Background: an optimization exercise with open tools, aiming at small area and a short achievable clock period. Do not read the settings as production practice.
Function was checked by simulation only, so behaviour that the tests miss may differ from the original.

==> flow/design.v (excerpt) <==
module div_non_restore_pip #(parameter N = 16) (
	input          clk,
	input  [N-1:0] dividend,
	input  [N-1:0] divisor,
	output [N-1:0] quotient
);
For scale: about 3000 cells after synthesis, ~660 flip-flops, about 49 I/O pins.
==> flow/config.mk <==
export PLATFORM = sky130hd
export DESIGN_NAME = div_non_restore_pip
export DESIGN_NICKNAME = div_non_restore_pip
export VERILOG_FILES = /design/flow/design.v
export SDC_FILE = /design/flow/constraint.sdc
export NUM_CORES = 4
export LEC_CHECK = 0
export CAP_MARGIN = 20
export CORE_MARGIN = 2
export CORE_UTILIZATION = 55
export PLACE_DENSITY = 0.75
export SETUP_SLACK_MARGIN = 2.4
export SLEW_MARGIN = 20
==> flow/constraint.sdc <==
create_clock -name core_clock -period 4.5 [get_ports {clk}]
set_input_delay 0.9000 -clock core_clock [delete_from_list [all_inputs] [get_ports {clk}]]
set_output_delay 0.9000 -clock core_clock [all_outputs]
set_load 0.01 [all_outputs]
standard.sh (not shown) runs the stock make flow with config.mk's settings and CLKGATE_MAP_FILE= SYNTH_SCRIPT=/design/flow/synth_recipe.tcl, a recipe that flattens the netlist after the stock synthesis.
==> flow/flow/run.sh <==
#!/bin/bash
# Own flow: the standard layout, with the synthesis's final ABC mapping
# run from flow/abc.script (delay-oriented) instead of ORFS's abc_speed.script.
set -euo pipefail
W=$(pwd)
export MY_ABC_SCRIPT=$W/flow/abc.script
export MY_ABC_D=${MY_ABC_D:-1000}
cat flow/abc_override.tcl synth_recipe.tcl > my_synth.tcl
sed "s#SYNTH_SCRIPT=[^ ]*#SYNTH_SCRIPT=$W/my_synth.tcl#" standard.sh > my_standard.sh
bash my_standard.sh > flow.log 2>&1
==> flow/flow/abc.script <==
&get -n
&st
&dch
&nf -p
&put
buffer -p
upsize {D}
dnsize {D}
==> flow/flow/abc_override.tcl <==
# Use our own ABC script and delay target for the final technology mapping
# (the generic abc inside yosys synth is unchanged).
proc abc {args} {
  set here [file dirname [file normalize [info script]]]
  set i [lsearch $args -script]
  if {$i >= 0} { lset args [expr {$i+1}] $::env(MY_ABC_SCRIPT) }
  set i [lsearch $args -D]
  if {$i >= 0} { lset args [expr {$i+1}] $::env(MY_ABC_D) } else { lappend args -D $::env(MY_ABC_D) }
  puts "abc (own script): $args"
  yosys abc {*}$args
}
Edit:
--- a/flow/flow/run.sh
+++ b/flow/flow/run.sh
@@ -3,0 +4 @@
+# flow/make_args, if present, holds extra make variable settings.
@@ -7,0 +9,2 @@
+EXTRA=()
+if [[ -f flow/make_args ]]; then read -r -a EXTRA < flow/make_args; fi
@@ -10 +13 @@
-bash my_standard.sh > flow.log 2>&1
+bash my_standard.sh "${EXTRA[@]}" finish > flow.log 2>&1
==> flow/flow/make_args (new file) <==
ADDER_MAP_FILE=
Settings changed: CTS_BUF_LIST from default to sky130_fd_sc_hd__clkbuf_16, CTS_CLUSTER_DIAMETER from default to 80, CTS_CLUSTER_SIZE from default to 30, SETUP_SLACK_MARGIN 2.4 to 2.3.
After rerunning: Global-route usage is lower by 1.0 points. Synthesized cell count hardly moves. Count of clock-buffer cells in the layout is lower by 46.

========
Setup of job 4332:
Another version of the RTL of div_non_restore_pip (not shown whole).
Size in the first run: roughly 680 flip-flops.
==> flow/config.mk <==
export PLATFORM = sky130hd
export DESIGN_NAME = div_non_restore_pip
export DESIGN_NICKNAME = div_non_restore_pip
export VERILOG_FILES = /design/flow/design.v
export SDC_FILE = /design/flow/constraint.sdc
export NUM_CORES = 4
export LEC_CHECK = 0
export CAP_MARGIN = 20
export CORE_MARGIN = 2
export CORE_UTILIZATION = 55
export CTS_BUF_LIST = sky130_fd_sc_hd__clkbuf_16
export CTS_CLUSTER_DIAMETER = 80
export CTS_CLUSTER_SIZE = 30
export GPL_ROUTABILITY_DRIVEN = 0
export PLACE_DENSITY = 0.75
export SETUP_SLACK_MARGIN = 2.25
export SLEW_MARGIN = 20
export TNS_END_PERCENT = 50
==> flow/constraint.sdc <==
create_clock -name core_clock -period 4.5 [get_ports {clk}]
set_input_delay 0.9000 -clock core_clock [delete_from_list [all_inputs] [get_ports {clk}]]
set_output_delay 0.9000 -clock core_clock [all_outputs]
set_load 0.01 [all_outputs]
==> flow/flow/run.sh <==
#!/bin/bash
# Own flow: the standard layout, with the synthesis's final ABC mapping
# run from flow/abc.script (delay-oriented) instead of ORFS's abc_speed.script,
# and the port buffers made with buf_2 cells.
# flow/make_args, if present, holds extra make variable settings.
set -euo pipefail
W=$(pwd)
export MY_ABC_SCRIPT=$W/flow/abc.script
export MY_ABC_D=${MY_ABC_D:-1000}
export BUFFER_PORTS_ARGS="-buffer_cell sky130_fd_sc_hd__buf_2"
EXTRA=()
if [[ -f flow/make_args ]]; then read -r -a EXTRA < flow/make_args; fi
cat flow/abc_override.tcl synth_recipe.tcl > my_synth.tcl
sed "s#SYNTH_SCRIPT=[^ ]*#SYNTH_SCRIPT=$W/my_synth.tcl#" standard.sh > my_standard.sh
bash my_standard.sh "${EXTRA[@]}" finish > flow.log 2>&1
==> flow/flow/make_args <==
ADDER_MAP_FILE=
Scripts as last shown in full above: flow/flow/abc.script, flow/flow/abc_override.tcl
Job 4332 went all the way through synthesis, placement and routing and the layout is clean on timing, DRC and antenna.
Changes in job 7528 relative to job 4332:
Settings: CTS_BUF_LIST: sky130_fd_sc_hd__clkbuf_16 -> unset; CTS_CLUSTER_DIAMETER: 80 -> unset; TNS_END_PERCENT: 50 -> unset; CTS_CLUSTER_SIZE: 30 -> unset; SETUP_SLACK_MARGIN: 2.25 -> 2.4; GPL_ROUTABILITY_DRIVEN: 0 -> unset.
==> flow/flow/run.sh <==
#!/bin/bash
# Own flow: the standard layout, with the synthesis's final ABC mapping
# run from flow/abc.script (delay-oriented) instead of ORFS's abc_speed.script.
# flow/make_args, if present, holds extra make variable settings.
set -euo pipefail
W=$(pwd)
export MY_ABC_SCRIPT=$W/flow/abc.script
export MY_ABC_D=${MY_ABC_D:-1000}
EXTRA=()
if [[ -f flow/make_args ]]; then read -r -a EXTRA < flow/make_args; fi
cat flow/abc_override.tcl synth_recipe.tcl > my_synth.tcl
sed "s#SYNTH_SCRIPT=[^ ]*#SYNTH_SCRIPT=$W/my_synth.tcl#" standard.sh > my_standard.sh
bash my_standard.sh "${EXTRA[@]}" finish > flow.log 2>&1
removed: flow/flow/make_args
## What came out
| worst hold slack after final layout | higher: job 4332 |
The proportion of synthesized area in mux cells on job 7528 is in line with that on job 4332.
Job 7528 vs. job 4332: global-route usage over all layers went up by 3.1 points.
Compared job 7528 vs job 4332, and post-synthesis cell count is down in job 7528.
Relative to job 4332, average detailed-routed wire length per instance has increased by about 36% in job 7528.
What job 4332 reported for combined area of the multi-input logic cells has to be multiplied by 1.3 to get the figure for job 7528.
Input-level comparison between job 8468 and job 7528:
Settings: CTS_CLUSTER_SIZE: unset -> 30; TNS_END_PERCENT: unset -> 50; CTS_BUF_LIST: unset -> sky130_fd_sc_hd__clkbuf_16; GPL_ROUTABILITY_DRIVEN: unset -> 0; CTS_CLUSTER_DIAMETER: unset -> 80; SETUP_SLACK_MARGIN: 2.4 -> 2.35.
--- a/flow/flow/run.sh
+++ b/flow/flow/run.sh
@@ -1,5 +1,6 @@
 #!/bin/bash
 # Own flow: the standard layout, with the synthesis's final ABC mapping
-# run from flow/abc.script (delay-oriented) instead of ORFS's abc_speed.script.
+# run from flow/abc.script (delay-oriented) instead of ORFS's abc_speed.script,
+# and the port buffers made with buf_2 cells.
 # flow/make_args, if present, holds extra make variable settings.
 set -euo pipefail
@@ -7,4 +8,5 @@
 export MY_ABC_SCRIPT=$W/flow/abc.script
 export MY_ABC_D=${MY_ABC_D:-1000}
+export BUFFER_PORTS_ARGS="-buffer_cell sky130_fd_sc_hd__buf_2"
 EXTRA=()
 if [[ -f flow/make_args ]]; then read -r -a EXTRA < flow/make_args; fi
==> flow/flow/make_args (new file) <==
ADDER_MAP_FILE=
==> comparison <==
Taking job 7528 as the reference, in job 8468 width of the die decreased by 1.2 um relative to the old numbers, routing usage on met1 fell by 1.0 points. Job 7528 → job 8468: number of max-cap violations roughly the same; worst setup slack higher; clock slew at the register clock pins of the worst setup and hold paths higher. On job 8468: post-route cell area is 21% lower than what job 7528 gave. Job 8468 completed; timing, DRC and antenna clean. Job 8468 ends up with lower layout inverter count without the clock tree than job 7528 does.

========
div_non_restore_pip again, from the RTL that the note above started with.
==> flow/config.mk <==
export PLATFORM = sky130hd
export DESIGN_NAME = div_non_restore_pip
export DESIGN_NICKNAME = div_non_restore_pip
export VERILOG_FILES = /design/flow/design.v
export SDC_FILE = /design/flow/constraint.sdc
export NUM_CORES = 4
export LEC_CHECK = 0
export CAP_MARGIN = 20
export CORE_MARGIN = 2
export CORE_UTILIZATION = 55
export CTS_BUF_LIST = sky130_fd_sc_hd__clkbuf_16
export CTS_CLUSTER_DIAMETER = 80
export CTS_CLUSTER_SIZE = 30
export GPL_ROUTABILITY_DRIVEN = 0
export PLACE_DENSITY = 0.75
export SETUP_SLACK_MARGIN = 2.3
export SLEW_MARGIN = 20
==> flow/constraint.sdc <==
create_clock -name core_clock -period 4.5 [get_ports {clk}]
set_input_delay 0.9000 -clock core_clock [delete_from_list [all_inputs] [get_ports {clk}]]
set_output_delay 0.9000 -clock core_clock [all_outputs]
set_load 0.01 [all_outputs]
==> flow/flow/run.sh <==
#!/bin/bash
# Own flow: the standard layout, with the synthesis's final ABC mapping
# run from flow/abc.script (delay-oriented) instead of ORFS's abc_speed.script,
# and the port buffers made with buf_2 cells.
# flow/make_args, if present, holds extra make variable settings.
set -euo pipefail
W=$(pwd)
export MY_ABC_SCRIPT=$W/flow/abc.script
export MY_ABC_D=${MY_ABC_D:-1000}
export BUFFER_PORTS_ARGS="-buffer_cell sky130_fd_sc_hd__buf_2"
EXTRA=()
if [[ -f flow/make_args ]]; then read -r -a EXTRA < flow/make_args; fi
cat flow/abc_override.tcl synth_recipe.tcl > my_synth.tcl
sed "s#SYNTH_SCRIPT=[^ ]*#SYNTH_SCRIPT=$W/my_synth.tcl#" standard.sh > my_standard.sh
bash my_standard.sh "${EXTRA[@]}" finish > flow.log 2>&1
==> flow/flow/make_args <==
ADDER_MAP_FILE=
Scripts as last shown in full above: flow/flow/abc.script, flow/flow/abc_override.tcl
Rerun with:
--- a/flow/flow/run.sh
+++ b/flow/flow/run.sh
@@ -3,2 +3 @@
-# run from flow/abc.script (delay-oriented) instead of ORFS's abc_speed.script,
-# and the port buffers made with buf_2 cells.
+# run from flow/abc.script (delay-oriented) instead of ORFS's abc_speed.script.
@@ -10 +8,0 @@
-export BUFFER_PORTS_ARGS="-buffer_cell sky130_fd_sc_hd__buf_2"
GPL_ROUTABILITY_DRIVEN = default   (was 0)
PLACE_DENSITY = 0.8   (was 0.75)
Effect: Via count increases by 0.66%; count of clock-buffer cells in the layout increases by 2; clock skew increases by 0.0034 ns; routed wire length increases by about 10%; setup slack loses 0.058 ns.
Rerun with:
CORE_UTILIZATION = 50   (was 55)
PLACE_DENSITY = 0.7   (was 0.8)
Result:
- synthesized area does not change
- flip-flop and latch count does not change
- maximum frequency rises by 3.0%
- hold slack stays flat
Rerun with:
--- a/flow/flow/run.sh
+++ b/flow/flow/run.sh
@@ -3 +3,2 @@
-# run from flow/abc.script (delay-oriented) instead of ORFS's abc_speed.script.
+# run from flow/abc.script (delay-oriented) instead of ORFS's abc_speed.script,
+# and the port buffers made with buf_2 cells.
@@ -8,0 +10 @@
+export BUFFER_PORTS_ARGS="-buffer_cell sky130_fd_sc_hd__buf_2"
CORE_UTILIZATION = 55   (was 50)
GPL_ROUTABILITY_DRIVEN = 0   (was default)
PLACE_DENSITY = 0.75   (was 0.7)
TNS_END_PERCENT = 25   (was default)
Global-route usage goes up by 1.0 points.
First-iteration DRC count rose by 24%.
Non-clock buffer count came out lower by 19.
Via count stays flat.
Cell count is lower by 1.7%.
Register-to-register slack got worse by 0.09 ns.
Setup slack degrades by 0.090 ns.

========
## alpha
Starting RTL as in the previous note.
Settings: LEC_CHECK=0, CAP_MARGIN=20, CORE_MARGIN=2, CORE_UTILIZATION=55, CTS_BUF_LIST=sky130_fd_sc_hd__clkbuf_16, CTS_CLUSTER_DIAMETER=80, CTS_CLUSTER_SIZE=30, PLACE_DENSITY=0.75, SETUP_SLACK_MARGIN=2.35, SLEW_MARGIN=20; clock period 4.5 ns.
==> flow/flow/run.sh <==
#!/bin/bash
# Own flow: the standard layout, with the synthesis's final ABC mapping
# run from flow/abc.script (delay-oriented) instead of ORFS's abc_speed.script.
# flow/make_args, if present, holds extra make variable settings.
set -euo pipefail
W=$(pwd)
export MY_ABC_SCRIPT=$W/flow/abc.script
export MY_ABC_D=${MY_ABC_D:-1000}
EXTRA=()
if [[ -f flow/make_args ]]; then read -r -a EXTRA < flow/make_args; fi
cat flow/abc_override.tcl synth_recipe.tcl > my_synth.tcl
sed "s#SYNTH_SCRIPT=[^ ]*#SYNTH_SCRIPT=$W/my_synth.tcl#" standard.sh > my_standard.sh
bash my_standard.sh "${EXTRA[@]}" finish > flow.log 2>&1
Scripts as last shown in full above: flow/flow/abc.script, flow/flow/abc_override.tcl, flow/flow/make_args
> inputs changed (alpha -> beta)
# alpha
export LEC_CHECK = 0
export CAP_MARGIN = 20
export CORE_MARGIN = 2
export CORE_UTILIZATION = 55
export CTS_BUF_LIST = sky130_fd_sc_hd__clkbuf_16
export CTS_CLUSTER_DIAMETER = 80
export CTS_CLUSTER_SIZE = 30
export PLACE_DENSITY = 0.75
export SETUP_SLACK_MARGIN = 2.35
export SLEW_MARGIN = 20
create_clock -name core_clock -period 4.5 [get_ports {clk}]
# beta
export LEC_CHECK = 0
export CAP_MARGIN = 20
export CORE_MARGIN = 2
export CORE_UTILIZATION = 58
export CTS_BUF_LIST = sky130_fd_sc_hd__clkbuf_16
export CTS_CLUSTER_DIAMETER = 80
export CTS_CLUSTER_SIZE = 30
export GPL_ROUTABILITY_DRIVEN = 0
export PLACE_DENSITY = 0.75
export SETUP_SLACK_MARGIN = 2.3
export SLEW_MARGIN = 20
export TNS_END_PERCENT = 50
create_clock -name core_clock -period 4.5 [get_ports {clk}]
--- a/flow/flow/run.sh
+++ b/flow/flow/run.sh
@@ -3 +3,2 @@
-# run from flow/abc.script (delay-oriented) instead of ORFS's abc_speed.script.
+# run from flow/abc.script (delay-oriented) instead of ORFS's abc_speed.script,
+# and the port buffers made with buf_2 cells.
@@ -8,0 +10 @@
+export BUFFER_PORTS_ARGS="-buffer_cell sky130_fd_sc_hd__buf_2"
==> comparison <==
- Across alpha and beta, the outcome is the same: a clean finish for every run.
- Of alpha and beta, the lower area growth from synthesis to layout belongs to beta.
- Of alpha and beta, the lower initial antenna violation count belongs to alpha.
- Looking at sequential share of layout area, beta sits 1.8 points above alpha.
> inputs changed (beta -> gamma)
# beta
export LEC_CHECK = 0
export CAP_MARGIN = 20
export CORE_MARGIN = 2
export CORE_UTILIZATION = 58
export CTS_BUF_LIST = sky130_fd_sc_hd__clkbuf_16
export CTS_CLUSTER_DIAMETER = 80
export CTS_CLUSTER_SIZE = 30
export GPL_ROUTABILITY_DRIVEN = 0
export PLACE_DENSITY = 0.75
export SETUP_SLACK_MARGIN = 2.3
export SLEW_MARGIN = 20
export TNS_END_PERCENT = 50
create_clock -name core_clock -period 4.5 [get_ports {clk}]
# gamma
export LEC_CHECK = 0
export CAP_MARGIN = 20
export CORE_MARGIN = 2
export CORE_UTILIZATION = 55
export CTS_BUF_LIST = sky130_fd_sc_hd__clkbuf_16
export CTS_CLUSTER_DIAMETER = 80
export CTS_CLUSTER_SIZE = 30
export GPL_ROUTABILITY_DRIVEN = 0
export PLACE_DENSITY = 0.75
export SETUP_SLACK_MARGIN = 2.3
export SLEW_MARGIN = 20
export TNS_END_PERCENT = 75
create_clock -name core_clock -period 4.5 [get_ports {clk}]
==> run notes <==
- From beta to gamma the numbers moved as follows: initial core utilization lower; area after synthesis roughly the same; number of standard cells in the layout, taps in and fillers out higher; sequential fraction of total cell area higher; global-route wire length before repair lower.
- Measured against each other, beta and gamma differ in share of the clock period used by the worst path after layout, the lower figure coming from gamma.
- Diff beta -> gamma: design area -0.85%, non-clock buffer count went down.
For delta, these inputs were changed with respect to gamma:
# gamma
export LEC_CHECK = 0
export CAP_MARGIN = 20
export CORE_MARGIN = 2
export CORE_UTILIZATION = 55
export CTS_BUF_LIST = sky130_fd_sc_hd__clkbuf_16
export CTS_CLUSTER_DIAMETER = 80
export CTS_CLUSTER_SIZE = 30
export GPL_ROUTABILITY_DRIVEN = 0
export PLACE_DENSITY = 0.75
export SETUP_SLACK_MARGIN = 2.3
export SLEW_MARGIN = 20
export TNS_END_PERCENT = 75
create_clock -name core_clock -period 4.5 [get_ports {clk}]
# delta
export LEC_CHECK = 0
export CAP_MARGIN = 20
export CORE_MARGIN = 2
export CORE_UTILIZATION = 55
export PLACE_DENSITY = 0.75
export SETUP_SLACK_MARGIN = 2.5
export SLEW_MARGIN = 20
create_clock -name core_clock -period 4.5 [get_ports {clk}]
--- a/flow/flow/run.sh
+++ b/flow/flow/run.sh
@@ -3,2 +3 @@
-# run from flow/abc.script (delay-oriented) instead of ORFS's abc_speed.script,
-# and the port buffers made with buf_2 cells.
+# run from flow/abc.script (delay-oriented) instead of ORFS's abc_speed.script.
@@ -10 +8,0 @@
-export BUFFER_PORTS_ARGS="-buffer_cell sky130_fd_sc_hd__buf_2"
[summary]
- Delta (delta minus gamma): count of TritonRoute iterations in the first routing pass went down 2; post-detailed-placement cell area went up 260 µm²; shortest period the worst path allows went down 0.0096 ns.
- Re combined area of the multi-input logic cells: delta is 27% up on gamma.
- delta: clock slew seen by the registers of the worst setup and hold paths 0.05 ns below gamma
- delta vs. gamma: wire length reported by the detailed router now sits higher, maximum clock frequency now sits higher.
For epsilon, these inputs were changed with respect to delta:
# delta
export LEC_CHECK = 0
export CAP_MARGIN = 20
export CORE_MARGIN = 2
export CORE_UTILIZATION = 55
export PLACE_DENSITY = 0.75
export SETUP_SLACK_MARGIN = 2.5
export SLEW_MARGIN = 20
create_clock -name core_clock -period 4.5 [get_ports {clk}]
# epsilon
export LEC_CHECK = 0
export CAP_MARGIN = 20
export CORE_MARGIN = 2
export CORE_UTILIZATION = 55
export PLACE_DENSITY = 0.75
export SETUP_SLACK_MARGIN = 2.4
export SLEW_MARGIN = 20
create_clock -name core_clock -period 4.5 [get_ports {clk}]
Findings:
In summary, epsilon completed successfully, with a layout that passed the timing, DRC and antenna checks.
epsilon reports its end point of the critical path as R[2][16] while delta reports R[10][15].
epsilon vs. delta: number of vias per cell after detailed routing fell 4.2%; instance count of the mapped netlist about even; final setup slack of the worst path rose 0.017 ns.
epsilon ends up with lower post-synthesis to final-layout area growth than delta does.
Final worst hold slack: epsilon vs delta up 0.011 ns
The instance area at placement was comparable across epsilon and delta.
Overall routed net length is higher on delta
Between delta and epsilon, final critical-path required period decreased.
Compared with delta, in epsilon count of buffers not belonging to the clock network in the layout lower; clock-buffer cell count higher.

## port drivers added, routing unchanged
The flow's constraints put no driver on any port. The routed layouts listed below were extracted and timed again, unchanged, in two steps.
Step 1 (the two cells are an assumption about what drives the block):
set clk [get_ports {clk}]
set_driving_cell -lib_cell sky130_fd_sc_hd__clkbuf_16 $clk
set_driving_cell -lib_cell sky130_fd_sc_hd__buf_2 [delete_from_list [all_inputs] $clk]
Step 2 moves the port delays by t, midway between the first and last clock arrival at a register: inputs arrive t later, outputs are due t later. That takes back most of the time a late clock gives input paths.
Three values: no drivers, after step 1, after step 2; two values: the first two.
run	t, ns	slack for setup (ns)	worst data-port slew with drivers (ns)
the first run of note 1	0.668	2.301 / 2.301 / 2.301	0.04
the second run of note 1	0.634	2.302 / 2.302 / 2.302	0.05
job 4332	0.663	2.223 / 2.223 / 2.223	0.03
job 7528	0.672	2.222 / 2.222 / 2.222	0.05
job 8468	0.665	2.312 / 2.312 / 2.312	0.03
the first run of note 3	0.663	2.329 / 2.329 / 2.329	0.03
the second run of note 3	0.676	2.271 / 2.271 / 2.271	0.05
the third run of note 3	0.679	2.337 / 2.309 / 2.337	0.04
the fourth run of note 3	0.662	2.247 / 2.247 / 2.247	0.03
alpha	0.673	2.345 / 2.345 / 2.345	0.04
beta	0.657	2.277 / 2.277 / 2.277	0.04
gamma	0.661	2.320 / 2.320 / 2.320	0.03
delta	0.674	2.329 / 2.329 / 2.329	0.04
epsilon	0.653	2.347 / 2.347 / 2.347	0.04
After both steps every run listed still meets setup and hold.
